Source: an optimization exercise on an open RTL-to-GDS flow (aim: small area, a short achievable clock period and few clock cycles). Production flows keep margins and buffers that such runs may drop.
RTL that was checked went through simulation tests only; none was proved equivalent to the original.
No functional check of the RTL was part of run 7.
No activity file was given, so power comes from the tool's default toggle rates.

==> flow/design.v, too long to show whole: its modules and the start of the top module <==
// module gift_shop_part1: 204 lines
// module tree_w: 88 lines
// module mul_cs: 822 lines
// module padd54: 248 lines
// module padd18: 60 lines
// module padd17: 57 lines
// module cout20: 44 lines
module gift_shop_part1(
    input clk,
    input rst,
    input [31:0] data_in,
    input valid_in,
    output ready,
    output reg finished,
    output [63:0] result
);
  // ...
==> flow/flow/run.sh <==
#!/bin/bash
set -euo pipefail
R=orfs/results/sky130hd/gift_shop_part1/base
KNOBS=(BUFFER_PORTS_ARGS="-buffer_cell sky130_fd_sc_hd__buf_1" SETUP_SLACK_MARGIN=5.7)
bash standard.sh "${KNOBS[@]}" synth > standard_synth.log 2>&1
cp $R/1_2_yosys.v $R/1_2_yosys.orig.v
python3 flow/polar.py $R/1_2_yosys.orig.v $R/1_2_yosys.v > polar.log 2>&1
rm -f $R/1_synth.odb
bash standard.sh "${KNOBS[@]}" finish > standard_make.log 2>&1
==> flow/flow/polar.py <==
#!/usr/bin/env python3
"""Inverter-aware polarity optimization of a Yosys-written gate netlist.

Full adders are self-dual: FA(~a,~b,~c) = (~sum, ~cout). Flipping a full adder
(inverting all its inputs and outputs) and swapping and2 <-> nand2 drivers lets
most inverters between adders disappear. The function of the netlist does not
change; registers and ports are untouched.

usage: polar.py in.v out.v
"""
import re, sys
from collections import defaultdict

OUT_PINS = {"X", "Y", "Q", "Q_N", "SUM", "COUT", "HI", "LO"}
P = "sky130_fd_sc_hd__"
PAIRS = [("and2", "nand2"), ("or2", "nor2"), ("and3", "nand3"), ("or3", "nor3"), ("xor2", "xnor2"),
         ("a21o", "a21oi"), ("o21a", "o21ai"), ("a22o", "a22oi"), ("o22a", "o22ai"), ("a31o", "a31oi"),
         ("a211o", "a211oi"), ("o211a", "o211ai"), ("mux2", "mux2i"), ("and4", "nand4"), ("or4", "nor4")]
AREA = {}
def load_areas():
    lib = open("/OpenROAD-flow-scripts/flow/platforms/sky130hd/lib/sky130_fd_sc_hd__tt_025C_1v80.lib").read()
    for m in re.finditer(r'cell \("?sky130_fd_sc_hd__(\w+)"?\)\s*\{', lib):
        seg = lib[m.end():m.end() + 60000]
        AREA[m.group(1)] = float(re.search(r"area\s*:\s*([\d.]+)", seg).group(1))
COMP = {}
def build_comp():
    for a, b in PAIRS:
        for d in ("0", "1", "2", "4"):
            x, y = f"{a}_{d}", f"{b}_{d}"
            if x in AREA and y in AREA:
                COMP[x] = y
                COMP[y] = x

def main(src, dst):
    load_areas()
    build_comp()
    text = open(src).read()
    mstart = text.index("module ")
    # cell instances: type name ( .PIN(net), ... );
    cell_re = re.compile(r"^(\s*)(" + P + r"\w+)\s+(\S+)\s*\((.*?)\);\n", re.S | re.M)
    pin_re = re.compile(r"\.(\w+)\(([^()]*)\)")
    cells = []
    for m in cell_re.finditer(text):
        pins = [(p, n.strip()) for p, n in pin_re.findall(m.group(4))]
        cells.append({"type": m.group(2)[len(P):], "name": m.group(3), "pins": pins,
                      "span": m.span(), "indent": m.group(1)})
    # ports
    hdr = text[mstart:text.index(";", mstart)]
    outports = set(); inports = set()
    for kind, rng, names in re.findall(r"^\s*(input|output)\s+(\[[^\]]*\])?\s*([^;]+);", text, re.M):
        for nm in names.split(","):
            nm = nm.strip()
            if rng:
                hi, lo = map(int, rng[1:-1].split(":"))
                bits = [f"{nm}[{i}]" for i in range(min(hi, lo), max(hi, lo) + 1)]
            else:
                bits = [nm]
            (outports if kind == "output" else inports).update(bits)
    # assigns may alias nets; be conservative: nets used in assigns are fixed
    assigned = set()
    for lhs, rhs in re.findall(r"^\s*assign\s+(.+?)\s*=\s*(.+?);", text, re.M):
        for part in re.findall(r"[\\\w\[\]\.$]+", lhs + " " + rhs):
            assigned.add(part)
    driver = {}
    loads = defaultdict(list)
    for ci, c in enumerate(cells):
        for p, n in c["pins"]:
            if p in OUT_PINS:
                driver[n] = (ci, p)
            else:
                loads[n].append((ci, p))
    def is_inv(c):
        return c["type"].startswith("inv_") or c["type"].startswith("clkinv_")
    # roots: follow inverters back
    def root(n):
        par = 0
        seen = 0
        while n in driver and is_inv(cells[driver[n][0]]) and seen < 10:
            ci = driver[n][0]
            n = dict(cells[ci]["pins"])["A"]
            par ^= 1
            seen += 1
        return n, par
    inv_cells = [ci for ci, c in enumerate(cells) if is_inv(c)]
    # removable inverters: output net internal, not assigned, not a port
    removable = set()
    for ci in inv_cells:
        y = dict(cells[ci]["pins"])["Y"]
        if y in outports or y in assigned or y in inports:
            continue
        removable.add(ci)
    # load requirements: for every non-removable-inverter load pin, (root, parity)
    reqs = []  # (ci, pin, root, parity)
    for ci, c in enumerate(cells):
        if ci in removable:
            continue
        for p, n in c["pins"]:
            if p in OUT_PINS:
                continue
            r, par = root_limited(n, driver, cells, removable)
            reqs.append((ci, p, r, par, n))
    # output ports fed by removable inverters: keep those inverters (mark non-removable)
    for n in list(outports):
        if n in driver and driver[n][0] in removable:
            removable.discard(driver[n][0])
    # recompute after discard
    reqs = []
    for ci, c in enumerate(cells):
        if ci in removable:
            continue
        for p, n in c["pins"]:
            if p in OUT_PINS:
                continue
            r, par = root_limited(n, driver, cells, removable)
            reqs.append((ci, p, r, par, n))
    flippable_fa = {ci for ci, c in enumerate(cells) if c["type"] in ("fa_1", "fa_2", "fa_4")}
    flippable_g = {ci for ci, c in enumerate(cells) if c["type"] in COMP}
    x = defaultdict(int)
    by_root = defaultdict(list)
    for i, (ci, p, r, par, n) in enumerate(reqs):
        by_root[r].append(i)
    def drv_flip(r):
        if r in driver:
            ci = driver[r][0]
            if ci in flippable_fa or ci in flippable_g:
                return x[ci]
        return 0
    def need(i):
        ci, p, r, par, n = reqs[i]
        lx = x[ci] if ci in flippable_fa else 0
        return par ^ drv_flip(r) ^ lx
    def root_cost(r):
        return AREA["inv_1"] if any(need(i) for i in by_root[r]) else 0.0
    def cell_cost(ci):
        if ci in flippable_g:
            t = cells[ci]["type"]
            return AREA[COMP[t]] if x[ci] else AREA[t]
        return 0.0
    # roots touched by a cell: its outputs and its input roots
    touch = defaultdict(set)
    for i, (ci, p, r, par, n) in enumerate(reqs):
        if ci in flippable_fa:
            touch[ci].add(r)
    for ci in flippable_fa | flippable_g:
        for p, n in cells[ci]["pins"]:
            if p in OUT_PINS:
                touch[ci].add(n)
    def local(ci):
        return sum(root_cost(r) for r in touch[ci]) + cell_cost(ci)
    before = sum(root_cost(r) for r in by_root) + sum(cell_cost(ci) for ci in flippable_g)
    improved = True
    it = 0
    while improved and it < 50:
        improved = False
        it += 1
        for ci in sorted(flippable_fa | flippable_g):
            c0 = local(ci)
            x[ci] ^= 1
            c1 = local(ci)
            if c1 < c0 - 1e-9:
                improved = True
            else:
                x[ci] ^= 1
    import random
    rnd = random.Random(1)
    allc = sorted(flippable_fa | flippable_g)
    def total():
        return sum(root_cost(r) for r in by_root) + sum(cell_cost(ci) for ci in flippable_g)
    best = total(); bestx = dict(x)
    for rnd_i in range(30):
        for ci in rnd.sample(allc, max(1, len(allc) // 20)):
            x[ci] ^= 1
        improved = True
        while improved:
            improved = False
            for ci in allc:
                c0 = local(ci)
                x[ci] ^= 1
                if local(ci) < c0 - 1e-9:
                    improved = True
                else:
                    x[ci] ^= 1
        t = total()
        if t < best - 1e-9:
            best = t; bestx = dict(x)
        else:
            x.clear(); x.update(bestx)
    after = total()
    orig_inv = len(removable) * AREA["inv_1"]
    print(f"removable inverters {len(removable)}, fa {len(flippable_fa)}, gates {len(flippable_g)}; "
          f"cost before {before:.1f} (plus {orig_inv:.1f} of old inverters), after {after:.1f}, iterations {it}",
          file=sys.stderr)
    # rewrite
    def esc(n):
        return n + " " if n.startswith("\\") else n
    new_inv = {}
    extra_wires = []
    out_cells = []
    k = 0
    for r in by_root:
        if any(need(i) for i in by_root[r]):
            nn = f"_polar_n{k}_"
            new_inv[r] = nn
            extra_wires.append(nn)
            out_cells.append(f"  {P}inv_1 _polar_i{k}_ (\n    .A({esc(r)}),\n    .Y({nn})\n  );\n")
            k += 1
    def esc(n):
        return n + " " if n.startswith("\\") else n
    pin_sub = {}
    for i, (ci, p, r, par, n) in enumerate(reqs):
        pin_sub[(ci, p)] = new_inv[r] if need(i) else r
    pieces = []
    last = 0
    for ci, c in enumerate(cells):
        s, e = c["span"]
        pieces.append(text[last:s])
        last = e
        if ci in removable:
            continue
        t = c["type"]
        if ci in flippable_g and x[ci]:
            t = COMP[t]
        pins = []
        for p, n in c["pins"]:
            if p in OUT_PINS:
                if ci in flippable_g and x[ci] and p in ("X", "Y"):
                    p = "Y" if p == "X" else "X"
                pins.append(f".{p}({esc(n)})")
            else:
                pins.append(f".{p}({esc(pin_sub[(ci, p)])})")
        pieces.append(f"{c['indent']}{P}{t} {c['name']} (\n    " + ",\n    ".join(pins) + "\n  );\n")
    pieces.append(text[last:])
    out = "".join(pieces)
    # declare new wires and add new inverters before endmodule
    decl = "".join(f"  wire {w};\n" for w in extra_wires)
    i = out.index(";", out.index("module ")) + 2
    out = out[:i] + decl + out[i:]
    j = out.rindex("endmodule")
    out = out[:j] + "".join(out_cells) + out[j:]
    open(dst, "w").write(out)
    print(f"new inverters {k}, removed {len(removable)}", file=sys.stderr)

def root_limited(n, driver, cells, removable):
    par = 0
    for _ in range(20):
        if n in driver and driver[n][0] in removable:
            n = dict(cells[driver[n][0]]["pins"])["A"]
            par ^= 1
        else:
            break
    return n, par

if __name__ == "__main__":
    main(sys.argv[1], sys.argv[2])
==> flow/standard.sh <==
#!/bin/bash
# synth_recipe.tcl (not shown) runs the flow's synth.tcl, then flattens the netlist and writes it again
# the make line also repeats each setting of config.mk as NAME=value (left out here)
make -C /OpenROAD-flow-scripts/flow DESIGN_CONFIG=/design/flow/config.mk WORK_HOME=/design/flow/orfs CLKGATE_MAP_FILE= SYNTH_SCRIPT=/design/flow/synth_recipe.tcl "${@:-finish}"
==> flow/config.mk <==
export PLATFORM = sky130hd
export DESIGN_NAME = gift_shop_part1
export DESIGN_NICKNAME = gift_shop_part1
export VERILOG_FILES = /design/flow/design.v
export SDC_FILE = /design/flow/constraint.sdc
export NUM_CORES = 4
export LEC_CHECK = 0
export CAP_MARGIN = 20
export CORE_MARGIN = 2
export CORE_UTILIZATION = 60
export CTS_BUF_LIST = sky130_fd_sc_hd__clkbuf_4 sky130_fd_sc_hd__clkbuf_8
export PLACE_DENSITY = 0.75
export SETUP_SLACK_MARGIN = 5
export SLEW_MARGIN = 20
==> flow/constraint.sdc <==
create_clock -name core_clock -period 10.0 [get_ports {clk}]
set_input_delay 2.0000 -clock core_clock [delete_from_list [all_inputs] [get_ports {clk}]]
set_output_delay 2.0000 -clock core_clock [all_outputs]
set_load 0.01 [all_outputs]
==> impl_metrics.py, run 1 <==
metrics = {
    "setup_path": {
        "path_buf_inv": 3,
        "ff2ff_setup_slack_ns": 5.74,
        "rr_worst_depth": 12,
        "timing.rr.end": "acc[52]$_DFFE_PP_",
        "start_kind": "primary input",
        "path_cells": "buf_8 -> inv_2 -> buf_6",
    },
    "cts": {
        "cts_root_buf": "clkbuf_8",
        "cts_hold_buf": 0,
        "path_clk_slew_ns": 0.06,
    },
    "yosys": {
        "syn-cell-area_mm2": 0.0263,
    },
    "layout": {
        "multi_input_area_share_pct": 59.7,
        "seq_cells": 335,
        "largest_reg_flops": 54,
    },
    "placement": {
        "port_buffers": 90,
    },
    "power_and_ir_drop": {
        "pg_comb_w": 0.00140,
        "pwr-share-clk_pct": 30.1,
    },
    "timing": {
        "finalSetupViolations": 0,
        "period_minus_slack_ns": 4.28,
        "worst_pin_slew_ns": 1.03,
        "rsz0062_at_grt": "yes",
    },
    "global_routing": {
        "use_met1_pct": 40.0,
        "globalRouteMet3Util_pct": 4.78,
        "use_met2_pct": 56.8,
    },
    "routing": {
        "ant_nets": 0,
        "first_iter_violations": 1428,
    },
    "floorplanning": {
        "die_height_um": 213,
    },
    "hold_path": {
        "holdPathStages": 0,
    },
    "outcome": {
        "outcome": "timing/DRC/antenna clean",
    },
}
Testbench counts, summed over its fixed seeds: cycles 6,976.
==> inputs of run 2 (changes only) <==
--- a/flow/flow/polar.py
+++ b/flow/flow/polar.py
@@ -163,6 +163,33 @@
                 x[ci] ^= 1
     import random
     rnd = random.Random(1)
+    # second start: every full adder flipped, with the gates that feed them; keep the better
+    def greedy():
+        improved = True
+        while improved:
+            improved = False
+            for ci in sorted(flippable_fa | flippable_g):
+                c0 = local(ci)
+                x[ci] ^= 1
+                if local(ci) < c0 - 1e-9:
+                    improved = True
+                else:
+                    x[ci] ^= 1
+    def total0():
+        return sum(root_cost(r) for r in by_root) + sum(cell_cost(ci) for ci in flippable_g)
+    xa = dict(x); ca = total0()
+    x.clear()
+    feeds_fa = set()
+    for i, (ci, p, r, par, n) in enumerate(reqs):
+        if ci in flippable_fa and r in driver and driver[r][0] in flippable_g:
+            feeds_fa.add(driver[r][0])
+    for ci in flippable_fa | feeds_fa:
+        x[ci] = 1
+    greedy()
+    cb = total0()
+    print(f"start A {ca:.1f}, start B {cb:.1f}", file=sys.stderr)
+    if ca <= cb:
+        x.clear(); x.update(xa)
     allc = sorted(flippable_fa | flippable_g)
     def total():
         return sum(root_cost(r) for r in by_root) + sum(cell_cost(ci) for ci in flippable_g)
--- a/flow/config.mk
+++ b/flow/config.mk
@@ -7,8 +7,8 @@
 export LEC_CHECK = 0
 export CAP_MARGIN = 20
 export CORE_MARGIN = 2
-export CORE_UTILIZATION = 60
+export CORE_UTILIZATION = 30
 export CTS_BUF_LIST = sky130_fd_sc_hd__clkbuf_4 sky130_fd_sc_hd__clkbuf_8
-export PLACE_DENSITY = 0.75
+export PLACE_DENSITY = 0.5
 export SETUP_SLACK_MARGIN = 5
 export SLEW_MARGIN = 20
==> run 2 against run 1 <==
Net effect:
- fmax increased by 0.25%
- sequential power barely moved
- setup slack gained 0.011 ns
- die area rose by 98%
- final cell count grew 18%
- via count decreased by 2.9%
- flip-flop and latch count is the same
- critical path type unchanged
==> impl_metrics.py, run 2 <==
metrics = {
    "cts": {
        "h-tree-depth": 2,
        "cts_root_buf": "clkbuf_8",
        "cts_buffers": 59,
        "clkLatencyLatePin_ns": 0.68,
        "cts_tree": "yes",
        "clkSinkCount": 335,
        "cts_buffer_depth": 3,
        "path_clk_slew_ns": 0.06,
    },
    "timing": {
        "hold_viol_final": 0,
        "maxSlewHeadroom_pct": 30.0,
        "finalMaxSlewViolations": 0,
        "rsz0062_at_grt": "yes",
        "period_minus_slack_ns": 4.27,
        "skew_ns": 0.0451,
        "finalSetupViolations": 0,
        "worst_pin_slew_ns": 1.05,
        "period_share_pct": 42.7,
        "fin_setup_tns_ns": 0,
        "fmax_mhz": 234,
    },
    "hold_path": {
        "hold_class": "reg -> reg",
        "min_to": "z2$_DFF_P_",
        "min_from": "zp$_DFF_P_",
        "holdPathStages": 0,
    },
    "placement": {
        "dpl.cell_count": 3507,
        "port_buffers": 90,
        "gp_congestion": 0.912,
        "hpwl_um": 61200,
    },
    "setup_path": {
        "start_kind": "primary input",
        "ff2ff_setup_slack_ns": 5.83,
        "critPathMaxFanout": 13,
        "worstPathArrival_ns": 2.27,
        "cp.required_ns": 8.00,
        "timing.rr.end": "acc[42]$_DFFE_PP_",
        "critPathKind": "in -> out",
        "rr_worst_depth": 13,
        "endpoint_kind": "primary output",
        "reg2reg_from": "s2p3$_SDFF_PP0_",
    },
    "global_routing": {
        "grt_max_degree": 58,
        "grt_pass1_vias": 19700,
        "grt_antenna_before_repair": 2,
        "grt-ovfl-total": 0,
        "grt_pass1_wl_um": 124000,
        "grtUsageTotal_pct": 18.4,
    },
    "floorplanning": {
        "row_count": 108,
        "io_pins": 101,
        "die-area_mm2": 0.0899,
        "coreArea_mm2": 0.0868,
        "initial_utilization_pct": 30.3,
        "die_height_um": 300,
        "chipWidth_um": 300,
    },
    "power_and_ir_drop": {
        "p_total_w": 0.00440,
        "powerDensity_mw_per_mm2": 149,
        "leakagePower_nw": 12.5,
        "ir_drop_mv": 0.113,
    },
    "layout": {
        "drive_gt1_share_pct": 10.1,
        "top_register": "acc",
        "area_growth_pct": 12.5,
        "final_nets": 2972,
        "layout.cells.non_filler": 3631,
        "top_regs": "acc x54, scs x34, scc x33",
        "largest_reg_flops": 54,
        "diodes": 0,
        "layout_commonest_cell": "and2_1",
        "layout_common_cells": "and2_1, fa_1, dfxtp_1",
    },
    "yosys": {
        "ys_warn_count": 1,
        "avgSynthCellArea_um2": 11.3,
        "syn-cell-area_mm2": 0.0263,
        "syn_inst": 2322,
    },
    "job": {
        "cap_violations": 0,
    },
    "routing": {
        "drt_wl_total_um": 82200,
        "ant_nets": 0,
        "detail_route.vias_per_cell": 4.97,
        "first_pass_iters": 5,
        "first_iter_violations": 1069,
        "routed-via-count": 18000,
        "drc_errors": 0,
        "wire_per_inst_um": 22.6,
    },
    "outcome": {
        "outcome": "timing/DRC/antenna clean",
    },
}
-- run 2: routing by layer --
metal	vias to the layer above	global-route usage, %	wire [um]
met5	-	0	0
met4	0	6.52	3050
met3	143	3.27	4280
met2	548	31.8	40400
met1	9227	22.9	34400
li1	8110	-	-
-- run 2: power breakdown --
group	internal, W	switching, W
sequential	0.00157	0.000123
combinational	0.000562	0.000771
clock	0.000768	0.000610
-- run 2: final cells by class --
| cell class | instances | area (um^2) |
|---|---|---|
| Tap cell | 1155 | 1450 |
| Sequential cell | 335 | 8320 |
| Multi-Input combinational cell | 1775 | 17200 |
| Timing Repair Buffer | 134 | 791 |
| Clock inverter | 20 | 160 |
| Clock buffer | 91 | 1120 |
| Fill cell | 8732 | 57200 |
| Inverter | 121 | 460 |
-- run 2: worst max-delay path by stage --
| stage | from | to | slack (ns) | cells after the start |
|---|---|---|---|---|
| 3_5_place_dp | s2p3$_SDFF_PP0_ | acc[42]$_DFFE_PP_ | 4.70 | 13 |
| 5_1_grt | fresh$_SDFFE_PP1P_ | acc[42]$_DFFE_PP_ | 5.66 | 15 |
| 6_report | rst | ready | 5.73 | 3 |
| 4_1_cts | fresh$_SDFFE_PP1P_ | acc[42]$_DFFE_PP_ | 5.68 | 14 |
| 2_1_floorplan | valid_in | ra[0]$_DFFE_PP_ | 5.70 | 2 |
| 3_3_place_gp | s2p3$_SDFF_PP0_ | acc[44]$_DFFE_PP_ | 4.95 | 13 |
-- run 2: worst max-delay path, cell delays in order --
cell	delay [ns]
buf_12	0.12
inv_4	0.05
buf_6	0.09
-- run 2: metrics by stage --
step           area, um^2  hold slack, ns  utilization (%)  setup WS (ns)
2_1_floorplan       26300           0.310                -           5.70
3_3_place_gp        27900           0.315             32.2           4.95
3_5_place_dp        27900           0.315             32.2           4.70
4_1_cts             29400           0.330             33.9           5.68
5_1_grt             29500           0.345             34.0           5.66
6_report            29500           0.329             34.0           5.73
-- run 2: what timing repair did --
item,CTS,global route
hold buffers,0,0
cloned,1,1
gates resized for setup,27,19
setup buffers,7,4
setup endpoints to repair,65,34
pin swaps,2,5
==> inputs of run 3 (changes only) <==
--- a/flow/config.mk
+++ b/flow/config.mk
@@ -7,8 +7,10 @@
 export LEC_CHECK = 0
 export CAP_MARGIN = 20
 export CORE_MARGIN = 2
-export CORE_UTILIZATION = 30
-export CTS_BUF_LIST = sky130_fd_sc_hd__clkbuf_4 sky130_fd_sc_hd__clkbuf_8
-export PLACE_DENSITY = 0.5
+export CORE_UTILIZATION = 40
+export CTS_BUF_LIST = sky130_fd_sc_hd__clkbuf_8 sky130_fd_sc_hd__clkbuf_16
+export CTS_CLUSTER_DIAMETER = 80
+export CTS_CLUSTER_SIZE = 20
+export PLACE_DENSITY = 0.6
 export SETUP_SLACK_MARGIN = 5
 export SLEW_MARGIN = 20
==> run 3 against run 2 <==
Net effect:
- critical endpoint unchanged
- highest routed layer unchanged
- synthesized cell count did not move
- count of clock-buffer cells in the layout decreased by 68
- combinational power about the same
==> impl_metrics.py, run 3 <==
metrics = {
    "outcome": {
        "outcome": "timing/DRC/antenna clean",
    },
    "routing": {
        "drt_wl_total_um": 75100,
        "first_pass_iters": 7,
        "wl_met3_um": 3520,
        "ant_nets": 0,
        "first_iter_violations": 1311,
        "wire_per_inst_um": 23.1,
        "routed-via-count": 18000,
        "wl_met2_um": 37100,
        "routedLengthMet1_um": 31300,
        "drc_errors": 0,
        "detail_route.vias_per_cell": 5.54,
        "highest_layer": "met4",
    },
    "setup_path": {
        "crit_start": "rst",
        "critPathMaxFanout": 13,
        "worstPathArrival_ns": 2.27,
        "start_kind": "primary input",
        "cp.required_ns": 8.00,
        "reg2reg_from": "yr[11]$_SDFF_PN0_",
        "endpoint_kind": "primary output",
        "critPathKind": "in -> out",
    },
    "cts": {
        "cts_root_buf": "clkbuf_16",
        "cts_buffers": 23,
        "cts_tree": "yes",
        "cts_buffer_depth": 3,
        "cts_hold_buf": 0,
        "path_clk_slew_ns": 0.08,
        "h-tree-depth": 1,
        "clkLatencyLatePin_ns": 0.56,
        "clkSinkCount": 335,
    },
    "timing": {
        "period_minus_slack_ns": 4.27,
        "fin_setup_tns_ns": 0,
        "maxSlewHeadroom_pct": 30.4,
        "worst_slack_ns": 5.73,
        "skew_ns": 0.0247,
        "hold_viol_final": 0,
        "rsz0062_at_grt": "yes",
        "period_share_pct": 42.7,
        "worst_pin_slew_ns": 1.04,
        "fmax_mhz": 234,
        "finalSetupViolations": 0,
        "finalMaxSlewViolations": 0,
    },
    "layout": {
        "multiInputGateArea_mm2": 0.0172,
        "area_growth_pct": 8.61,
        "seq_area_mm2": 0.00833,
        "drive_gt1_share_pct": 7.06,
        "layout_common_cells": "and2_1, fa_1, dfxtp_1",
        "top_register": "acc",
        "utilization_pct": 44.1,
        "fin_area_mm2": 0.0285,
        "layout_commonest_cell": "and2_1",
        "final_nets": 2925,
        "layout.cells.non_filler": 3252,
        "fillers": 6077,
        "largest_reg_flops": 54,
        "top_regs": "acc x54, scs x34, scc x33",
    },
    "power_and_ir_drop": {
        "powerDensity_mw_per_mm2": 141,
        "p_switching_w": 0.00142,
        "pwr-share-comb_pct": 34.0,
        "seqPwrFrac_pct": 41.9,
        "ir_drop_mv": 0.123,
        "p_int_w": 0.00259,
        "swShare_pct": 35.4,
        "pwr-share-clk_pct": 24.2,
        "leakagePower_nw": 12.2,
    },
    "floorplanning": {
        "initial_utilization_pct": 40.6,
        "die-area_mm2": 0.0677,
        "coreArea_mm2": 0.0647,
        "io_pins": 101,
        "die_height_um": 260,
        "chipWidth_um": 260,
        "row_count": 93,
    },
    "global_routing": {
        "grtUsageTotal_pct": 22.3,
        "grt-ovfl-total": 0,
        "grt_pass1_vias": 19100,
        "grt_max_degree": 58,
        "grt_pass1_wl_um": 114000,
        "grt_antenna_before_repair": 0,
    },
    "hold_path": {
        "min_from": "zp$_DFF_P_",
        "hold_class": "reg -> reg",
    },
    "placement": {
        "dpl.cell_count": 3201,
        "gp_congestion": 0.911,
        "placed_cell_area_mm2": 0.0275,
        "dp_slack_ns": 4.80,
        "hpwl_um": 56800,
        "port_buffers": 90,
    },
    "yosys": {
        "ys_warn_count": 1,
        "avgSynthCellArea_um2": 11.3,
        "syn_inst": 2322,
        "syn-cell-area_mm2": 0.0263,
    },
    "job": {
        "cap_violations": 0,
    },
}
-- run 3: timing repair --
action	CTS	global route
pin swaps	2	3
endpoints found under the setup margin	60	44
setup buffers	4	2
gates resized for setup	21	34
cloned	1	1
-- run 3: worst max-delay path, stage by stage --
cell   delay, ns
buf_8       0.12
inv_4       0.05
buf_6       0.09
-- run 3: final cells by class --
cell class / instances / area share [%]
repair buffers: 123 / 2.42
diodes: 2 / 0.0176
clock buffers: 23 / 2.02
clock inverters: 18 / 0.483
well taps: 855 / 3.75
flip-flops and latches: 335 / 29.2
inverters: 121 / 1.61
multi-input cells: 1775 / 60.5
-- run 3: metal layers --
metal  GRT usage (%)  up-vias
met5               0        -
li1                -     7973
met3            2.33      149
met1            28.9     9282
met4            8.25        0
met2            38.6      621
-- run 3: stage by stage --
stage	hold slack [ns]	total power (W)
4_1_cts	0.335	0.00401
3_5_place_dp	0.315	0.00303
2_1_floorplan	0.310	0.00260
6_report	0.334	0.00401
3_3_place_gp	0.314	0.00301
5_1_grt	0.341	0.00424
-- run 3: power by group through the flow --
| stage | Combinational, W | Clock, W | Sequential [W] |
|---|---|---|---|
| floorplan | 0.000963 | 0 | 0.00164 |
| global placement | 0.00130 | 0 | 0.00171 |
| detailed placement | 0.00132 | 0 | 0.00171 |
| CTS | 0.00134 | 0.000989 | 0.00168 |
| global route | 0.00152 | 0.00104 | 0.00168 |
| finish | 0.00136 | 0.000969 | 0.00168 |
-- run 3: path summary, 6_finish.rpt --
| check | slack (ns) | depth (start not counted) | end |
|---|---|---|---|
| max reg2reg | 5.84 | 7 | scc[17]$_DFF_P_ |
| min reg2reg | 0.33 | 0 | z2$_DFF_P_ |
| max | 5.73 | 3 | ready |
| min | 0.33 | 0 | z2$_DFF_P_ |
==> inputs of run 4 (changes only) <==
--- a/flow/config.mk
+++ b/flow/config.mk
@@ -8,9 +8,9 @@
 export CAP_MARGIN = 20
 export CORE_MARGIN = 2
 export CORE_UTILIZATION = 40
-export CTS_BUF_LIST = sky130_fd_sc_hd__clkbuf_8 sky130_fd_sc_hd__clkbuf_16
-export CTS_CLUSTER_DIAMETER = 80
-export CTS_CLUSTER_SIZE = 20
+export CTS_BUF_LIST = sky130_fd_sc_hd__clkbuf_16
+export CTS_CLUSTER_DIAMETER = 100
+export CTS_CLUSTER_SIZE = 25
 export PLACE_DENSITY = 0.6
 export SETUP_SLACK_MARGIN = 5
 export SLEW_MARGIN = 20
==> run 4 against run 3 <==
Net effect:
- still clean on timing, DRC and antenna
- global-route usage hardly changed
- cell area is 0.52% lower
- first-iteration DRC count is 2.1% higher
- die area stayed put
- final cell count is 0.31% lower
- fmax hardly changed
- worst hold slack better by 0.0051 ns
- wire length is 0.19% lower
- count of clock-buffer cells in the layout is 4 lower
- clock skew is 0.0034 ns lower
- critical endpoint unchanged
- largest power group unchanged
==> impl_metrics.py, run 4 <==
metrics = {
    "outcome": {
        "outcome": "timing/DRC/antenna clean",
    },
    "yosys": {
        "syn_inst": 2322,
        "syn-cell-area_mm2": 0.0263,
        "avgSynthCellArea_um2": 11.3,
        "ys_warn_count": 1,
    },
    "timing": {
        "maxSlewHeadroom_pct": 31.4,
        "hold_viol_final": 0,
        "fmax_mhz": 234,
        "fin_setup_tns_ns": 0,
        "worst_pin_slew_ns": 1.03,
        "skew_ns": 0.0214,
        "rsz0062_at_grt": "no",
        "finalSetupViolations": 0,
        "period_minus_slack_ns": 4.27,
        "finalMaxSlewViolations": 0,
        "period_share_pct": 42.7,
    },
    "global_routing": {
        "grtUsageTotal_pct": 22.3,
        "grt_pass1_vias": 19000,
        "grt-ovfl-total": 0,
        "grt_pass1_wl_um": 114000,
        "grt_max_degree": 58,
        "grt_antenna_before_repair": 0,
    },
    "setup_path": {
        "start_kind": "primary input",
        "path_buf_inv": 3,
        "cp.required_ns": 8.00,
        "timing.rr.end": "scc[17]$_DFF_P_",
        "ff2ff_setup_slack_ns": 5.82,
        "path_cells": "buf_8 -> inv_4 -> buf_6",
        "critPathTopFamily": "buffers and inverters",
        "critPathMaxFanout": 13,
        "reg2reg_from": "yr[11]$_SDFF_PN0_",
        "cpMaxStageDelayCell": "buf_8",
        "rr_worst_depth": 7,
        "endpoint_kind": "primary output",
        "critPathKind": "in -> out",
        "worstPathArrival_ns": 2.27,
        "max_stage_delay_ns": 0.12,
    },
    "power_and_ir_drop": {
        "p_switching_w": 0.00139,
        "powerDensity_mw_per_mm2": 137,
        "ir_drop_mv": 0.111,
        "pwr-share-clk_pct": 21.7,
        "swShare_pct": 35.8,
        "pwr-share-comb_pct": 35.0,
        "leakagePower_nw": 12.1,
        "seqPwrFrac_pct": 43.3,
        "p_int_w": 0.00249,
    },
    "layout": {
        "multiInputGateArea_mm2": 0.0172,
        "fin_area_mm2": 0.0284,
        "drive_gt1_share_pct": 6.79,
        "top_register": "acc",
        "seq_area_mm2": 0.00833,
        "area_growth_pct": 8.05,
        "fillers": 6100,
        "layout_commonest_cell": "and2_1",
        "layout_common_cells": "and2_1, fa_1, edfxtp_1, dfxtp_1, ha_1",
        "diodes": 0,
        "largest_reg_flops": 54,
        "top_regs": "acc x54, scs x34, scc x33",
        "final_nets": 2921,
    },
    "routing": {
        "drc_errors": 0,
        "ant_nets": 0,
        "wire_per_inst_um": 23.1,
        "first_iter_violations": 1339,
        "drt_wl_total_um": 75000,
        "detail_route.vias_per_cell": 5.55,
        "routed-via-count": 18000,
        "first_pass_iters": 5,
    },
    "floorplanning": {
        "die-area_mm2": 0.0677,
        "die_height_um": 260,
        "coreArea_mm2": 0.0647,
        "chipWidth_um": 260,
        "initial_utilization_pct": 40.6,
        "row_count": 93,
        "io_pins": 101,
    },
    "cts": {
        "cts_buffer_depth": 3,
        "clkLatencyLatePin_ns": 0.55,
        "cts_tree": "yes",
        "cts_root_buf": "clkbuf_16",
        "cts_buffers": 18,
        "cts_hold_buf": 0,
        "path_clk_slew_ns": 0.10,
        "h-tree-depth": 1,
        "clkSinkCount": 335,
    },
    "hold_path": {
        "holdPathStages": 0,
        "min_to": "z2$_DFF_P_",
        "min_from": "zp$_DFF_P_",
        "hold_class": "reg -> reg",
    },
    "placement": {
        "gp_congestion": 0.911,
        "port_buffers": 90,
        "placed_cell_area_mm2": 0.0275,
        "hpwl_um": 56800,
    },
    "job": {
        "cap_violations": 0,
    },
}
## run 4: changes by cell type in the layout (fill, tap and decap cells not counted), sizes merged
cell / change
clkbuf: -4
clkinv: -3
inv: -1
bufinv: -1
buf: +1
diode: -2
## run 4: power by group through the flow
stage | Combinational (W) | Sequential (W) | Clock (W)
6_report | 0.00136 | 0.00168 | 0.000842
5_1_grt | 0.00152 | 0.00168 | 0.000906
4_1_cts | 0.00134 | 0.00168 | 0.000867
3_5_place_dp | 0.00132 | 0.00171 | 0
3_3_place_gp | 0.00130 | 0.00171 | 0
2_1_floorplan | 0.000963 | 0.00164 | 0
## run 4: final cells by class
cell class                      instances  area share, %
Multi-Input combinational cell       1775           60.8
Sequential cell                       335           29.4
Tap cell                              855           3.77
Timing Repair Buffer                  124           2.49
Clock buffer                           19           1.68
Inverter                              121           1.62
Clock inverter                         13          0.278
## run 4: through the flow
stage               hold WS [ns]  setup WS [ns]  power [W]  util, %  instances
global route               0.345           5.65    0.00411     43.8       3242
floorplan                  0.310           5.70    0.00260        -       2331
detailed placement         0.315           4.80    0.00303     42.5       3201
CTS                        0.340           5.69    0.00389     43.6       3238
global placement           0.314           4.92    0.00301     42.5       3201
finish                     0.339           5.73    0.00388     43.8       3242
## run 4: how the worst max path moves through the flow
stage | slack (ns) | cells past startpoint | endpoint | start
after floorplan | 5.70 | 2 | ra[0]$_DFFE_PP_ | valid_in
after global placement | 4.92 | 13 | acc[42]$_DFFE_PP_ | s2p3$_SDFF_PP0_
after detailed placement | 4.80 | 13 | acc[42]$_DFFE_PP_ | s2p3$_SDFF_PP0_
after CTS | 5.69 | 13 | acc[42]$_DFFE_PP_ | s2p3$_SDFF_PP0_
after global routing | 5.65 | 14 | acc[42]$_DFFE_PP_ | fresh$_SDFFE_PP1P_
final | 5.73 | 3 | ready | rst
## run 4: timing repair
item                       in CTS  in global routing
resized for setup              23                 31
setup endpoints to repair      61                 45
setup buffers                   4                  3
pin swaps                       1                  5
gates cloned                    1                  1
## run 4: layer usage
metal	share of wire [%]	GRT usage, %	vias to the layer above
met3	4.6	2.22	141
met1	42	28.9	9272
met2	50	38.7	617
met5	0	0	-
li1	-	-	7960
met4	4.2	8.08	0
## run 4: worst register-to-register path: cells and delay by family (launching register included)
family	cells	cell delay, ns
simple gates	1	0.26
fa+ha+maj	6	2.92
flops	1	0.87
==> inputs of run 5 (changes only) <==
==> flow/flow/run.sh (replaced) <==
#!/bin/bash
set -euo pipefail
R=orfs/results/sky130hd/gift_shop_part1/base
CTS="-sink_clustering_enable -repair_clock_nets -sink_clustering_size 20 -sink_clustering_max_diameter 80 -buf_list {sky130_fd_sc_hd__clkbuf_8 sky130_fd_sc_hd__clkbuf_16} -dont_use_dummy_load"
KNOBS=(BUFFER_PORTS_ARGS="-buffer_cell sky130_fd_sc_hd__buf_1" SETUP_SLACK_MARGIN=5.7 CTS_ARGS="$CTS")
bash standard.sh "${KNOBS[@]}" synth > standard_synth.log 2>&1
cp $R/1_2_yosys.v $R/1_2_yosys.orig.v
python3 flow/polar.py $R/1_2_yosys.orig.v $R/1_2_yosys.v > polar.log 2>&1
rm -f $R/1_synth.odb
bash standard.sh "${KNOBS[@]}" finish > standard_make.log 2>&1
--- a/flow/config.mk
+++ b/flow/config.mk
@@ -8,9 +8,6 @@
 export CAP_MARGIN = 20
 export CORE_MARGIN = 2
 export CORE_UTILIZATION = 40
-export CTS_BUF_LIST = sky130_fd_sc_hd__clkbuf_16
-export CTS_CLUSTER_DIAMETER = 100
-export CTS_CLUSTER_SIZE = 25
 export PLACE_DENSITY = 0.6
 export SETUP_SLACK_MARGIN = 5
 export SLEW_MARGIN = 20
==> run 5 against run 4 <==
Net effect:
- largest power group unchanged
- non-clock buffer count stayed put
- final cell count is 0.25% lower
- via count is 0.16% higher
- worst hold slack worse by 0.0066 ns
- total power is 0.80% higher
==> impl_metrics.py, run 5 <==
metrics = {
    "outcome": {
        "outcome": "timing/DRC/antenna clean",
    },
    "timing": {
        "finalMaxSlewViolations": 0,
        "skew_ns": 0.0387,
        "worst_pin_slew_ns": 1.04,
        "maxSlewHeadroom_pct": 30.6,
        "finalSetupViolations": 0,
        "fmax_mhz": 234,
        "rsz0062_at_grt": "yes",
        "period_share_pct": 42.7,
        "hold_viol_final": 0,
        "period_minus_slack_ns": 4.27,
        "fin_setup_tns_ns": 0,
    },
    "routing": {
        "detail_route.vias_per_cell": 5.57,
        "ant_nets": 0,
        "wire_per_inst_um": 23.2,
        "first_pass_iters": 5,
        "highest_layer": "met4",
        "wl_met3_um": 3960,
        "routed-via-count": 18000,
        "drt_wl_total_um": 75100,
        "wl_met2_um": 37200,
        "first_iter_violations": 1347,
        "routedLengthMet1_um": 30700,
        "drc_errors": 0,
    },
    "global_routing": {
        "grt_pass1_vias": 19100,
        "grt_max_degree": 58,
        "grt-ovfl-total": 0,
        "grt_pass1_wl_um": 114000,
        "grt_antenna_before_repair": 0,
        "grtUsageTotal_pct": 22.3,
    },
    "setup_path": {
        "worstPathArrival_ns": 2.27,
        "max_stage_delay_ns": 0.12,
        "cpMaxStageDelayCell": "buf_8",
        "critPathMaxFanout": 13,
        "path_cells": "buf_8 -> inv_4 -> buf_6",
        "critPathTopFamily": "buffers and inverters",
        "endpoint_kind": "primary output",
        "critPathKind": "in -> out",
        "path_buf_inv": 3,
        "cp.required_ns": 8.00,
        "start_kind": "primary input",
    },
    "layout": {
        "layout_commonest_cell": "and2_1",
        "top_register": "acc",
        "fin_area_mm2": 0.0284,
        "area_growth_pct": 8.11,
        "final_nets": 2926,
        "largest_reg_flops": 54,
        "top_regs": "acc x54, scs x34, scc x33",
        "layout_common_cells": "and2_1, fa_1, dfxtp_1",
        "drive_gt1_share_pct": 6.73,
    },
    "cts": {
        "cts_buffer_depth": 3,
        "cts_tree": "yes",
        "cts_hold_buf": 0,
        "path_clk_slew_ns": 0.08,
        "cts_root_buf": "clkbuf_16",
        "cts_buffers": 23,
        "clkLatencyLatePin_ns": 0.55,
        "clkSinkCount": 335,
        "h-tree-depth": 1,
    },
    "power_and_ir_drop": {
        "pwr-share-clk_pct": 22.2,
        "pwr-share-comb_pct": 34.9,
        "seqPwrFrac_pct": 43.0,
        "powerDensity_mw_per_mm2": 138,
        "p_switching_w": 0.00137,
        "leakagePower_nw": 12.1,
        "ir_drop_mv": 0.120,
        "swShare_pct": 35.0,
        "p_int_w": 0.00254,
    },
    "floorplanning": {
        "row_count": 93,
        "die_height_um": 260,
        "die-area_mm2": 0.0677,
        "chipWidth_um": 260,
        "io_pins": 101,
        "initial_utilization_pct": 40.6,
        "coreArea_mm2": 0.0647,
    },
    "yosys": {
        "avgSynthCellArea_um2": 11.3,
        "syn-cell-area_mm2": 0.0263,
        "ys_warn_count": 1,
        "syn_inst": 2322,
    },
    "job": {
        "cap_violations": 0,
    },
    "placement": {
        "port_buffers": 90,
        "gp_congestion": 0.911,
        "hpwl_um": 56800,
        "placed_cell_area_mm2": 0.0275,
    },
    "hold_path": {
        "hold_class": "reg -> reg",
    },
}
## run 5: final timing paths
kind	startpoint	end	slack (ns)	cells past startpoint
setup / recovery	rst	ready	5.73	3
hold / removal	zp$_DFF_P_	z2$_DFF_P_	0.33	0
setup reg to reg	yr[11]$_SDFF_PN0_	scc[17]$_DFF_P_	5.83	7
hold reg to reg	zp$_DFF_P_	z2$_DFF_P_	0.33	0
## run 5: metrics by stage
step	total power [W]	setup slack, ns	std cells	hold WS, ns	utilization, %
3_5_place_dp	0.00303	4.80	3201	0.315	42.5
4_1_cts	0.00391	5.69	3228	0.335	43.6
6_report	0.00391	5.73	3234	0.332	43.9
5_1_grt	0.00414	5.67	3233	0.340	43.9
3_3_place_gp	0.00301	4.92	3201	0.314	42.5
2_1_floorplan	0.00260	5.70	2331	0.310	-
## run 5: power by group through the flow
stage               sequential, W  combinational (W)  clock [W]
floorplan                 0.00164           0.000963          0
global placement          0.00171            0.00130          0
detailed placement        0.00171            0.00132          0
CTS                       0.00168            0.00134   0.000891
global route              0.00168            0.00152   0.000935
finish                    0.00168            0.00136   0.000867
## run 5: final cells by class
| cell class | count | area (um^2) |
|---|---|---|
| Antenna cell | 1 | 2.50 |
| Fill cell | 6086 | 36300 |
| Timing Repair Buffer | 124 | 698 |
| Tap cell | 855 | 1070 |
| Inverter | 121 | 460 |
| Multi-Input combinational cell | 1775 | 17200 |
| Clock buffer | 23 | 576 |
| Sequential cell | 335 | 8330 |
## run 5: per-layer routing
metal  global-route usage [%]  vias up
met5                        0        -
met4                     8.27        0
met3                     2.48      151
met2                     38.7      636
met1                     28.7     9270
li1                         -     7961
## run 5: repair_timing
item	in CTS	in global routing
pin swaps	1	4
setup endpoints to repair	61	45
buffers inserted	3	4
cloned	1	1
resized for setup	24	32
==> inputs of run 6 (changes only) <==
==> flow/flow/run.sh (replaced) <==
#!/bin/bash
set -euo pipefail
R=orfs/results/sky130hd/gift_shop_part1/base
CTS="-sink_clustering_enable -repair_clock_nets -sink_clustering_size 25 -sink_clustering_max_diameter 100 -buf_list {sky130_fd_sc_hd__clkbuf_16} -dont_use_dummy_load"
KNOBS=(BUFFER_PORTS_ARGS="-buffer_cell sky130_fd_sc_hd__buf_1" SETUP_SLACK_MARGIN=5.7 CTS_ARGS="$CTS")
bash standard.sh "${KNOBS[@]}" synth > standard_synth.log 2>&1
cp $R/1_2_yosys.v $R/1_2_yosys.orig.v
python3 flow/polar.py $R/1_2_yosys.orig.v $R/1_2_yosys.v > polar.log 2>&1
rm -f $R/1_synth.odb
bash standard.sh "${KNOBS[@]}" finish > standard_make.log 2>&1
==> run 6 against run 5 <==
Net effect:
- count of clock-buffer cells in the layout decreased by 5
- flip-flop and latch count did not move
- combinational power barely moved
- global-route usage hardly changed
- register-to-register slack lost 0.07 ns
- critical path type unchanged
- largest power group unchanged
- largest cell class unchanged
- clock skew grew 0.00088 ns
- final cell count increased by 0.25%
- sequential power barely moved
- die area did not move
==> impl_metrics.py, run 6 <==
metrics = {
    "routing": {
        "first_pass_iters": 6,
        "wire_per_inst_um": 23.4,
        "routed-via-count": 18100,
        "drc_errors": 0,
        "drt_wl_total_um": 75900,
        "first_iter_violations": 1395,
        "detail_route.vias_per_cell": 5.57,
        "ant_nets": 0,
    },
    "placement": {
        "dpl.cell_count": 3201,
        "hpwl_um": 56800,
        "gp_congestion": 0.911,
        "port_buffers": 90,
        "placed_cell_area_mm2": 0.0275,
        "dp_slack_ns": 4.80,
    },
    "layout": {
        "diodes": 0,
        "multiInputGateArea_mm2": 0.0173,
        "fillers": 6078,
        "fin_area_mm2": 0.0285,
        "top_register": "acc",
        "final_nets": 2935,
        "largest_reg_flops": 54,
        "layout_commonest_cell": "and2_1",
        "top_regs": "acc x54, scs x34, scc x33",
        "layout_common_cells": "and2_1, fa_1, edfxtp_1",
        "layout.cells.non_filler": 3242,
        "seq_area_mm2": 0.00833,
        "drive_gt1_share_pct": 7.46,
        "area_growth_pct": 8.69,
    },
    "yosys": {
        "avgSynthCellArea_um2": 11.3,
        "syn_inst": 2322,
        "ys_warn_count": 1,
        "syn-cell-area_mm2": 0.0263,
    },
    "power_and_ir_drop": {
        "leakagePower_nw": 12.1,
        "powerDensity_mw_per_mm2": 135,
        "p_switching_w": 0.00137,
        "pwr-share-clk_pct": 20.2,
        "ir_drop_mv": 0.108,
        "p_int_w": 0.00247,
        "seqPwrFrac_pct": 43.7,
        "swShare_pct": 35.7,
        "pwr-share-comb_pct": 36.1,
    },
    "timing": {
        "period_minus_slack_ns": 4.27,
        "maxSlewHeadroom_pct": 32.0,
        "skew_ns": 0.0396,
        "period_share_pct": 42.7,
        "fmax_mhz": 234,
        "worst_slack_ns": 5.73,
        "finalSetupViolations": 0,
        "hold_viol_final": 0,
        "fin_setup_tns_ns": 0,
        "worst_pin_slew_ns": 1.02,
        "rsz0062_at_grt": "yes",
        "finalMaxSlewViolations": 0,
    },
    "job": {
        "cap_violations": 0,
    },
    "setup_path": {
        "critPathKind": "in -> out",
        "worstPathArrival_ns": 2.27,
        "path_cells": "buf_8 -> inv_4 -> buf_6",
        "cpMaxStageDelayCell": "buf_8",
        "critPathMaxFanout": 13,
        "endpoint_kind": "primary output",
        "cp.required_ns": 8.00,
        "start_kind": "primary input",
        "max_stage_delay_ns": 0.12,
        "critPathTopFamily": "buffers and inverters",
        "path_buf_inv": 3,
    },
    "floorplanning": {
        "die_height_um": 260,
        "row_count": 93,
        "chipWidth_um": 260,
        "io_pins": 101,
        "coreArea_mm2": 0.0647,
        "die-area_mm2": 0.0677,
        "initial_utilization_pct": 40.6,
    },
    "global_routing": {
        "grt_pass1_wl_um": 114000,
        "grt-ovfl-total": 0,
        "grt_pass1_vias": 19000,
        "grtUsageTotal_pct": 22.3,
        "grt_antenna_before_repair": 0,
        "grt_max_degree": 58,
    },
    "cts": {
        "h-tree-depth": 1,
        "cts_root_buf": "clkbuf_16",
        "cts_tree": "yes",
        "cts_buffer_depth": 3,
        "clkLatencyLatePin_ns": 0.55,
        "path_clk_slew_ns": 0.10,
        "cts_buffers": 18,
        "clkSinkCount": 335,
    },
    "hold_path": {
        "hold_class": "reg -> reg",
    },
    "outcome": {
        "outcome": "timing/DRC/antenna clean",
    },
}
==> run 6: power groups by stage <==
stage / combinational [W] / clock (W) / sequential (W)
after floorplan: 0.000963 / 0 / 0.00164
after global placement: 0.00130 / 0 / 0.00171
after detailed placement: 0.00132 / 0 / 0.00171
after CTS: 0.00134 / 0.000799 / 0.00168
after global routing: 0.00154 / 0.000837 / 0.00168
final: 0.00139 / 0.000778 / 0.00168
==> run 6: through the flow <==
step	utilization (%)	total power (W)	hold WS, ns
2_1_floorplan	-	0.00260	0.310
3_3_place_gp	42.5	0.00301	0.314
3_5_place_dp	42.5	0.00303	0.315
4_1_cts	43.4	0.00382	0.339
5_1_grt	44.1	0.00406	0.345
6_report	44.1	0.00385	0.337
==> run 6: layer usage <==
metal | part of all wire [%] | global-route usage, %
met1 | 41 | 29.0
met2 | 49 | 38.9
met3 | 5.2 | 2.21
met4 | 4.0 | 7.67
met5 | 0 | 0
==> run 6: worst paths after layout <==
kind / from / endpoint / slack, ns / depth (start not counted)
setup / recovery: rst / ready / 5.73 / 3
hold / removal: zp$_DFF_P_ / z2$_DFF_P_ / 0.34 / 0
setup reg to reg: s2p3$_SDFF_PP0_ / acc[52]$_DFFE_PP_ / 5.76 / 14
hold reg to reg: zp$_DFF_P_ / z2$_DFF_P_ / 0.34 / 0
==> run 6: what timing repair did <==
item	CTS	global route
resized for setup	24	47
hold buffers	0	0
setup endpoints to repair	65	46
endpoints found under the hold margin	0	0
buffers inserted	4	14
pin swaps	2	19
gates cloned	1	4
==> run 6: cell type report <==
class                   count  area share (%)
multi-input cells        1775            60.7
flip-flops and latches    335            29.2
clock buffers              18            1.58
inverters                 121            1.61
repair buffers            138            3.10
well taps                 855            3.75
==> module gift_shop_part1, before the edit <==
module gift_shop_part1(
    input clk,
    input rst,
    input [31:0] data_in,
    input valid_in,
    output ready,
    output reg finished,
    output [63:0] result
);
    assign ready = !rst;
    reg [1:0]  wc;
    reg [31:0] ra, rb;
    reg [2:0]  ke;       
    reg eph, sph;        
    reg [5:1]  sele, sels;   
    reg [4:1]  nsel;         
    reg        altp;         
    reg        zp;           
    reg [17:0] ws, wcr;
    reg        fr, e2, s2, z2;
    reg [16:0] bq;           
    reg [16:0] xr;
    reg [17:0] yr;
    reg [2:0]  ka, k3;
    reg [15:0] th;
    reg [33:0] scs, scc;
    reg s1p1, s1p2, s1p3, s2p1, s2p2, s2p3, defer3;
    reg [53:0] acc;
    reg        fresh;        
    reg [5:0]  rcnt;
    assign result = {10'd0, acc};
    function [6:0] m10; input [3:0] d;
        case (d) 4'd0: m10 = 0; 4'd1: m10 = 10; 4'd2: m10 = 20; 4'd3: m10 = 30; 4'd4: m10 = 40;
        4'd5: m10 = 50; 4'd6: m10 = 60; 4'd7: m10 = 70; 4'd8: m10 = 80; default: m10 = 90; endcase
    endfunction
    function [9:0] m100; input [3:0] d;
        case (d) 4'd0: m100 = 0; 4'd1: m100 = 100; 4'd2: m100 = 200; 4'd3: m100 = 300; 4'd4: m100 = 400;
        4'd5: m100 = 500; 4'd6: m100 = 600; 4'd7: m100 = 700; 4'd8: m100 = 800; default: m100 = 900; endcase
    endfunction
    function [13:0] m1000; input [3:0] d;
        case (d) 4'd0: m1000 = 0; 4'd1: m1000 = 1000; 4'd2: m1000 = 2000; 4'd3: m1000 = 3000; 4'd4: m1000 = 4000;
        4'd5: m1000 = 5000; 4'd6: m1000 = 6000; 4'd7: m1000 = 7000; 4'd8: m1000 = 8000; default: m1000 = 9000; endcase
    endfunction
    function [16:0] m10000; input [3:0] d;
        case (d) 4'd0: m10000 = 0; 4'd1: m10000 = 10000; 4'd2: m10000 = 20000; 4'd3: m10000 = 30000; 4'd4: m10000 = 40000;
        4'd5: m10000 = 50000; 4'd6: m10000 = 60000; 4'd7: m10000 = 70000; 4'd8: m10000 = 80000; default: m10000 = 90000; endcase
    endfunction
    function [16:0] hfac;    
        input [2:0] e;
        case (e)
            3'd1: hfac = 17'd11;
            3'd2: hfac = 17'd101;
            3'd3: hfac = 17'd1001;
            3'd4: hfac = 17'd10001;
            default: hfac = 17'd100001;
        endcase
    endfunction
    wire [39:0] ncand = (wc == 2'd1) ? {data_in[7:0], ra} : {data_in[15:0], rb[31:8]};
    reg  [3:0]  ndc;
    integer i;
    always @* begin
        ndc = 4'd1;
        for (i = 1; i < 10; i = i + 1)
            if (ncand[4*i +: 4] != 4'd0) ndc = i + 1;
    end
    wire [3:0] ed [0:9];
    wire [3:0] sd [0:9];
    genvar g;
    generate
        for (g = 0; g < 8; g = g + 1) begin : g_e
            assign ed[g] = ra[4*g +: 4];
        end
        for (g = 0; g < 6; g = g + 1) begin : g_s
            assign sd[g] = rb[8 + 4*g +: 4];
        end
    endgenerate
    assign ed[8] = rb[3:0];
    assign ed[9] = rb[7:4];
    assign sd[6] = rb[3:0];
    assign sd[7] = rb[7:4];
    assign sd[8] = ra[27:24];
    assign sd[9] = ra[31:28];
    reg [19:0] hd, ll;
    integer j, k;
    always @* begin
        hd = 20'd0;
        ll = 20'd0;
        for (j = 0; j < 5; j = j + 1)
            for (k = j + 1; k <= 5; k = k + 1) begin
                hd[4*j +: 4] = hd[4*j +: 4] | ({4{sele[k]}} & ed[j + k]) | ({4{sels[k]}} & sd[j + k]);
                ll[4*j +: 4] = ll[4*j +: 4] | ({4{sele[k]}} & ed[j]) | ({4{sels[k]}} & sd[j]);
            end
    end
    wire cmp_co;
    cout20 cmp(.a(ll), .b(~hd), .ci(eph), .co(cmp_co));
    wire fx = !cmp_co && !altp;
    wire [16:0] nc = (nsel[1] ? 17'd9 : 17'd0) | (nsel[2] ? 17'd99 : 17'd0)
                   | (nsel[3] ? 17'd999 : 17'd0) | (nsel[4] ? 17'd9999 : 17'd0);
    wire [17:0] v0 = {14'd0, hd[3:0]} - 18'd1;
    wire [6:0]  v1 = m10(hd[7:4]);
    wire [9:0]  v2 = m100(hd[11:8]);
    wire [13:0] v3 = m1000(hd[15:12]);
    wire [16:0] v4 = m10000(hd[19:16]) | nc;
    wire [17:0] ws_n, wc_n;
    tree_w tw(.v0(v0), .v1(v1), .v2(v2), .v3(v3), .v4(v4), .ws(ws_n), .wc(wc_n));
    wire [17:0] xb = {1'b0, bq};
    wire [17:0] us_ = xb ^ ws ^ wcr;
    wire [17:0] uc_ = (xb & ws) | (xb & wcr) | (ws & wcr);
    wire [17:0] u_s;
    padd18 uadd(.a(us_), .b({uc_[16:0], 1'b1}), .ci(!fr), .y(u_s));
    wire [16:0] vs_ = bq ^ ~ws[16:0] ^ ~wcr[16:0];
    wire [16:0] vc_ = (bq & ~ws[16:0]) | (bq & ~wcr[16:0]) | (~ws[16:0] & ~wcr[16:0]);
    wire [16:0] v_sum;
    padd17 vadd(.a(vs_), .b({vc_[15:0], 1'b1}), .ci(fr), .y(v_sum));
    wire [16:0] v_s = z2 ? 17'd0 : v_sum;
    wire [2:0] kn = (wc == 2'd1) ? ndc[3:1] : ke;
    wire alte = ndc[0];
    wire [3:0] k2 = {ke, 1'b0};
    wire alts = ndc != k2;
    wire [2:0] knine = (wc == 2'd1) ? ndc[3:1] : ke - 3'd1;
    wire [34:0] ms, mc;
    mul_cs mul(.a(xr), .b(yr), .s(ms), .c(mc));
    wire [53:0] ad_s = s2p3 ? {3'd0, scs, 17'd0} : {20'd0, scs};
    wire [53:0] ad_c = s2p3 ? {3'd0, scc, 17'd0} : {20'd0, scc};
    wire [53:0] base = (s2p1 || fresh) ? 54'd0 : acc;
    wire [53:0] a3s = base ^ ad_s ^ ad_c;
    wire [53:0] a3c = (base & ad_s) | (base & ad_c) | (ad_s & ad_c);
    wire [53:0] sum2;
    padd54 aadd(.a(a3s), .b({a3c[52:0], 1'b0}), .ci(1'b0), .y(sum2));
    wire load1 = s2;
    wire load2 = s2p1;
    wire want3 = s1p2 || defer3;
    wire load3 = want3 && !load1;
    always @(posedge clk) begin
        if (rst) begin
            wc <= 2'd0;
            sph <= 1'b0;
            s2 <= 1'b0;
            s1p1 <= 1'b0; s1p2 <= 1'b0; s1p3 <= 1'b0;
            s2p1 <= 1'b0; s2p2 <= 1'b0; s2p3 <= 1'b0;
            defer3 <= 1'b0;
            fresh <= 1'b1;
            finished <= 1'b0;
        end else begin
            sph <= valid_in && wc == 2'd2;
            s2 <= sph;
            if (valid_in) wc <= (wc == 2'd2) ? 2'd0 : wc + 2'd1;
            s1p1 <= load1;
            s1p2 <= load2;
            s1p3 <= load3;
            s2p1 <= s1p1;
            s2p2 <= s1p2;
            s2p3 <= s1p3;
            defer3 <= want3 && load1;
            if ((s2p2 || s2p3) && !finished) fresh <= 1'b0;
            if (s2p3 && rcnt == 6'd33) finished <= 1'b1;
        end
        eph <= valid_in && wc == 2'd1;
        e2 <= eph;
        for (j = 1; j <= 5; j = j + 1) begin
            sele[j] <= valid_in && wc == 2'd1 && !alte && kn == j;
            sels[j] <= valid_in && wc == 2'd2 && !alts && kn == j;
        end
        for (j = 1; j <= 4; j = j + 1)
            nsel[j] <= valid_in && (wc == 2'd1 ? alte : wc == 2'd2 ? alts : 1'b0) && knine == j;
        altp <= valid_in && (wc == 2'd1 ? alte : wc == 2'd2 ? alts : 1'b0);
        zp <= (ke == 3'd0) || (ndc > k2);
        if (fresh) rcnt <= 6'd0;
        else if (s2p3) rcnt <= rcnt + 6'd1;
        if (valid_in && wc == 2'd0) ra <= data_in;
        if (valid_in && wc == 2'd1) begin
            rb <= data_in;
            ke <= ndc[3:1];
        end
        if (valid_in && wc == 2'd2) begin
            rb[7:0] <= data_in[7:0];
            ra[31:24] <= data_in[15:8];
        end
        if (load1) begin
            xr <= v_s;
            yr <= u_s;
        end else if (load2) begin
            xr <= sum2[17:1];
            yr <= {1'b0, hfac(ka)};
        end else begin
            xr <= {1'b0, th};
            yr <= {1'b0, hfac(k3)};
        end
        if (load1) ka <= ke;
        if (load2) begin
            th <= sum2[33:18];
            k3 <= ka;
        end
        ws <= ws_n;
        wcr <= wc_n;
        fr <= fx;
        z2 <= zp;
        if (e2) bq <= u_s[16:0];
        else if (eph) bq <= 17'h1ffff;
        if ((s2p2 || s2p3) && !finished) acc <= sum2;
        scs <= ms[33:0];
        scc <= mc[33:0];
    end
endmodule
==> inputs of run 7 (changes only) <==
--- a/flow/design.v
+++ b/flow/design.v
@@ -12,8 +12,6 @@
     reg [31:0] ra, rb;
     reg [2:0]  ke;       
     reg eph, sph;        
-    reg [5:1]  sele, sels;   
-    reg [4:1]  nsel;         
     reg        altp;         
     reg        zp;           
     reg [17:0] ws, wcr;
@@ -55,13 +53,17 @@
             default: hfac = 17'd100001;
         endcase
     endfunction
-    wire [39:0] ncand = (wc == 2'd1) ? {data_in[7:0], ra} : {data_in[15:0], rb[31:8]};
+    wire [39:0] ecand = {data_in[7:0], ra};
+    wire [39:0] scand = {data_in[15:0], rb[31:8]};
+    reg  [9:0]  nz;
     reg  [3:0]  ndc;
     integer i;
     always @* begin
+        for (i = 0; i < 10; i = i + 1)
+            nz[i] = (wc == 2'd1) ? (ecand[4*i +: 4] != 4'd0) : (scand[4*i +: 4] != 4'd0);
         ndc = 4'd1;
         for (i = 1; i < 10; i = i + 1)
-            if (ncand[4*i +: 4] != 4'd0) ndc = i + 1;
+            if (nz[i]) ndc = i + 1;
     end
     wire [3:0] ed [0:9];
     wire [3:0] sd [0:9];
@@ -80,8 +82,18 @@
     assign sd[7] = rb[7:4];
     assign sd[8] = ra[27:24];
     assign sd[9] = ra[31:28];
-    reg [19:0] hd, ll;
     integer j, k;
+    reg [5:1] sele, sels;
+    reg [4:1] nsel;
+    always @* begin
+        for (j = 1; j <= 5; j = j + 1) begin
+            sele[j] = eph && !altp && ke == j;
+            sels[j] = sph && !altp && ke == j;
+        end
+        for (j = 1; j <= 4; j = j + 1)
+            nsel[j] = altp && ((eph && ke == j) || (sph && ke == j + 1));
+    end
+    reg [19:0] hd, ll;
     always @* begin
         hd = 20'd0;
         ll = 20'd0;
@@ -113,11 +125,9 @@
     wire [16:0] v_sum;
     padd17 vadd(.a(vs_), .b({vc_[15:0], 1'b1}), .ci(fr), .y(v_sum));
     wire [16:0] v_s = z2 ? 17'd0 : v_sum;
-    wire [2:0] kn = (wc == 2'd1) ? ndc[3:1] : ke;
     wire alte = ndc[0];
     wire [3:0] k2 = {ke, 1'b0};
     wire alts = ndc != k2;
-    wire [2:0] knine = (wc == 2'd1) ? ndc[3:1] : ke - 3'd1;
     wire [34:0] ms, mc;
     mul_cs mul(.a(xr), .b(yr), .s(ms), .c(mc));
     wire [53:0] ad_s = s2p3 ? {3'd0, scs, 17'd0} : {20'd0, scs};
@@ -157,12 +167,6 @@
         end
         eph <= valid_in && wc == 2'd1;
         e2 <= eph;
-        for (j = 1; j <= 5; j = j + 1) begin
-            sele[j] <= valid_in && wc == 2'd1 && !alte && kn == j;
-            sels[j] <= valid_in && wc == 2'd2 && !alts && kn == j;
-        end
-        for (j = 1; j <= 4; j = j + 1)
-            nsel[j] <= valid_in && (wc == 2'd1 ? alte : wc == 2'd2 ? alts : 1'b0) && knine == j;
         altp <= valid_in && (wc == 2'd1 ? alte : wc == 2'd2 ? alts : 1'b0);
         zp <= (ke == 3'd0) || (ndc > k2);
         if (fresh) rcnt <= 6'd0;
==> flow/flow/run.sh (replaced) <==
#!/bin/bash
set -euo pipefail
R=orfs/results/sky130hd/gift_shop_part1/base
KNOBS=(BUFFER_PORTS_ARGS="-buffer_cell sky130_fd_sc_hd__buf_1" SETUP_SLACK_MARGIN=5.7)
bash standard.sh "${KNOBS[@]}" synth > standard_synth.log 2>&1
cp $R/1_2_yosys.v $R/1_2_yosys.orig.v
python3 flow/polar.py $R/1_2_yosys.orig.v $R/1_2_yosys.v > polar.log 2>&1
rm -f $R/1_synth.odb
bash standard.sh "${KNOBS[@]}" finish > standard_make.log 2>&1
--- a/flow/config.mk
+++ b/flow/config.mk
@@ -8,6 +8,9 @@
 export CAP_MARGIN = 20
 export CORE_MARGIN = 2
 export CORE_UTILIZATION = 40
+export CTS_BUF_LIST = sky130_fd_sc_hd__clkbuf_8 sky130_fd_sc_hd__clkbuf_16
+export CTS_CLUSTER_DIAMETER = 80
+export CTS_CLUSTER_SIZE = 20
 export PLACE_DENSITY = 0.6
 export SETUP_SLACK_MARGIN = 5
 export SLEW_MARGIN = 20
==> run 7 against run 6 <==
Net effect:
- still clean on timing, DRC and antenna
- fmax fell by 2.3%
- via count fell by 3.0%
- area after synthesis fell by 2.2%
- worst hold slack improved by 0.0017 ns
- count of clock-buffer cells in the layout rose by 7
- clock skew fell by 0.021 ns
- critical path depth rose by 1
- global-route usage fell by 0.23 points
- combinational power fell by about 20%
- wire length fell by 3.9%
- total power fell by 4.9%
- critical path type unchanged
==> impl_metrics.py, run 7 <==
metrics = {
    "timing": {
        "skew_ns": 0.0188,
        "finalMaxSlewViolations": 0,
        "period_share_pct": 43.7,
        "rsz0062_at_grt": "yes",
        "fin_setup_tns_ns": 0,
        "fmax_mhz": 229,
        "hold_viol_final": 0,
        "worst_pin_slew_ns": 0.933,
        "period_minus_slack_ns": 4.37,
        "maxSlewHeadroom_pct": 37.7,
        "finalSetupViolations": 0,
    },
    "cts": {
        "cts_buffer_depth": 3,
        "cts_root_buf": "clkbuf_16",
        "cts_tree": "yes",
        "cts_hold_buf": 0,
        "clkLatencyLatePin_ns": 0.56,
        "path_clk_slew_ns": 0.08,
        "cts_buffers": 23,
        "clkSinkCount": 321,
        "h-tree-depth": 1,
    },
    "floorplanning": {
        "die_height_um": 257,
        "row_count": 92,
        "die-area_mm2": 0.0662,
        "chipWidth_um": 257,
        "initial_utilization_pct": 40.6,
        "coreArea_mm2": 0.0632,
        "io_pins": 101,
    },
    "routing": {
        "first_iter_violations": 1433,
        "wire_per_inst_um": 22.6,
        "drt_wl_total_um": 72900,
        "routed-via-count": 17500,
        "detail_route.vias_per_cell": 5.44,
        "ant_nets": 0,
        "drc_errors": 0,
        "first_pass_iters": 6,
    },
    "yosys": {
        "avgSynthCellArea_um2": 11.3,
        "ys_warn_count": 1,
        "syn-cell-area_mm2": 0.0257,
        "syn_inst": 2274,
    },
    "layout": {
        "layout_commonest_cell": "fa_1",
        "largest_reg_flops": 54,
        "area_growth_pct": 10.6,
        "top_register": "acc",
        "final_nets": 2902,
        "fillers": 5848,
        "drive_gt1_share_pct": 9.18,
        "layout.cells.non_filler": 3221,
        "layout_common_cells": "fa_1, and2_1, nand2_1",
        "top_regs": "acc x54, scs x34, scc x33",
    },
    "placement": {
        "hpwl_um": 54900,
        "port_buffers": 90,
        "gp_congestion": 0.950,
        "dpl.cell_count": 3146,
    },
    "job": {
        "cap_violations": 0,
    },
    "global_routing": {
        "grt-ovfl-total": 0,
        "grt_max_degree": 55,
        "grt_pass1_wl_um": 112000,
        "grtUsageTotal_pct": 22.1,
        "grt_antenna_before_repair": 1,
        "grt_pass1_vias": 18700,
    },
    "hold_path": {
        "holdPathStages": 0,
        "hold_class": "reg -> reg",
    },
    "power_and_ir_drop": {
        "swShare_pct": 33.7,
        "powerDensity_mw_per_mm2": 129,
        "seqPwrFrac_pct": 43.6,
        "pwr-share-clk_pct": 26.0,
        "leakagePower_nw": 12.2,
        "ir_drop_mv": 0.122,
        "p_switching_w": 0.00123,
        "p_int_w": 0.00243,
        "pwr-share-comb_pct": 30.4,
    },
    "setup_path": {
        "rr_worst_depth": 17,
        "path_cells": "buf_6 -> buf_12 -> clkinv_4 -> buf_6",
        "endpoint_kind": "primary output",
        "worstPathArrival_ns": 2.37,
        "max_stage_delay_ns": 0.13,
        "worst-path-stages": 4,
        "critPathMaxFanout": 2,
        "path_buf_inv": 4,
        "path_common_cell": "buf_6",
        "start_kind": "primary input",
        "critPathKind": "in -> out",
        "critPathTopFamily": "buffers and inverters",
        "cp.required_ns": 8.00,
        "cpMaxStageDelayCell": "buf_12",
    },
    "outcome": {
        "outcome": "timing/DRC/antenna clean",
    },
}
-- run 7: power by group through the flow --
stage          clock network [W]  logic, W  registers [W]
6_report                0.000951   0.00111        0.00159
5_1_grt                  0.00102   0.00124        0.00160
4_1_cts                 0.000983   0.00108        0.00159
3_5_place_dp                   0   0.00106        0.00162
3_3_place_gp                   0   0.00104        0.00162
2_1_floorplan                  0  0.000758        0.00156
-- run 7: path summary, 6_finish.rpt --
path                                       from  slack [ns]                end
worst max-delay path                        rst        5.63              ready
worst min register to register       zp$_DFF_P_        0.34         z2$_DFF_P_
worst min-delay path                 zp$_DFF_P_        0.34         z2$_DFF_P_
worst max register to register  s2p1$_SDFF_PP0_        5.75  acc[51]$_DFFE_PP_
-- run 7: layer usage --
layer	vias up	share of wire [%]	GRT usage, %
met2	619	48	38.1
met3	166	5.4	3.22
li1	7799	-	-
met4	0	5.0	9.00
met5	-	0	0
met1	8924	41	27.7
-- run 7: cell type report --
class	instances	area [um^2]	share of cell area (%)
multi-input cells	1738	17100	60.2
flip-flops and latches	321	8060	28.4
well taps	846	1060	3.73
repair buffers	148	950	3.35
clock buffers	25	614	2.17
inverters	126	480	1.69
clock inverters	16	116	0.410
diodes	1	2.50	0.00882
-- run 7: per-stage QoR --
stage | area [um^2] | util [%] | setup slack [ns] | hold WS (ns) | power [W]
CTS | 27900 | 44.2 | 5.58 | 0.339 | 0.00365
global placement | 26900 | 42.6 | 4.79 | 0.311 | 0.00266
global route | 28400 | 44.9 | 5.54 | 0.353 | 0.00386
floorplan | 25700 | - | 5.72 | 0.310 | 0.00232
detailed placement | 26900 | 42.6 | 4.71 | 0.319 | 0.00268
finish | 28400 | 44.9 | 5.63 | 0.339 | 0.00366
-- run 7: worst reg2reg max path: cells and delay by family (launching register included) --
family,cells,cell delay [ns]
compound gates,5,1.25
simple gates,6,1.18
fa+ha+maj,2,0.74
buf+inv,3,0.42
flops,1,0.36
xor+xnor,1,0.09
-- run 7: timing repair --
action	in CTS	in global routing
endpoints found under the setup margin	88	59
resized for setup	27	60
setup buffers	11	17
pin swaps	4	20
gates cloned	4	1

Setup slack of run 7, layout unchanged: 5.629 ns with ideal ports, 5.588 ns with driving cells assumed (clock clkbuf_16, inputs buf_2), 5.588 ns with port delays also shifted by the 0.611 ns mid clock arrival.
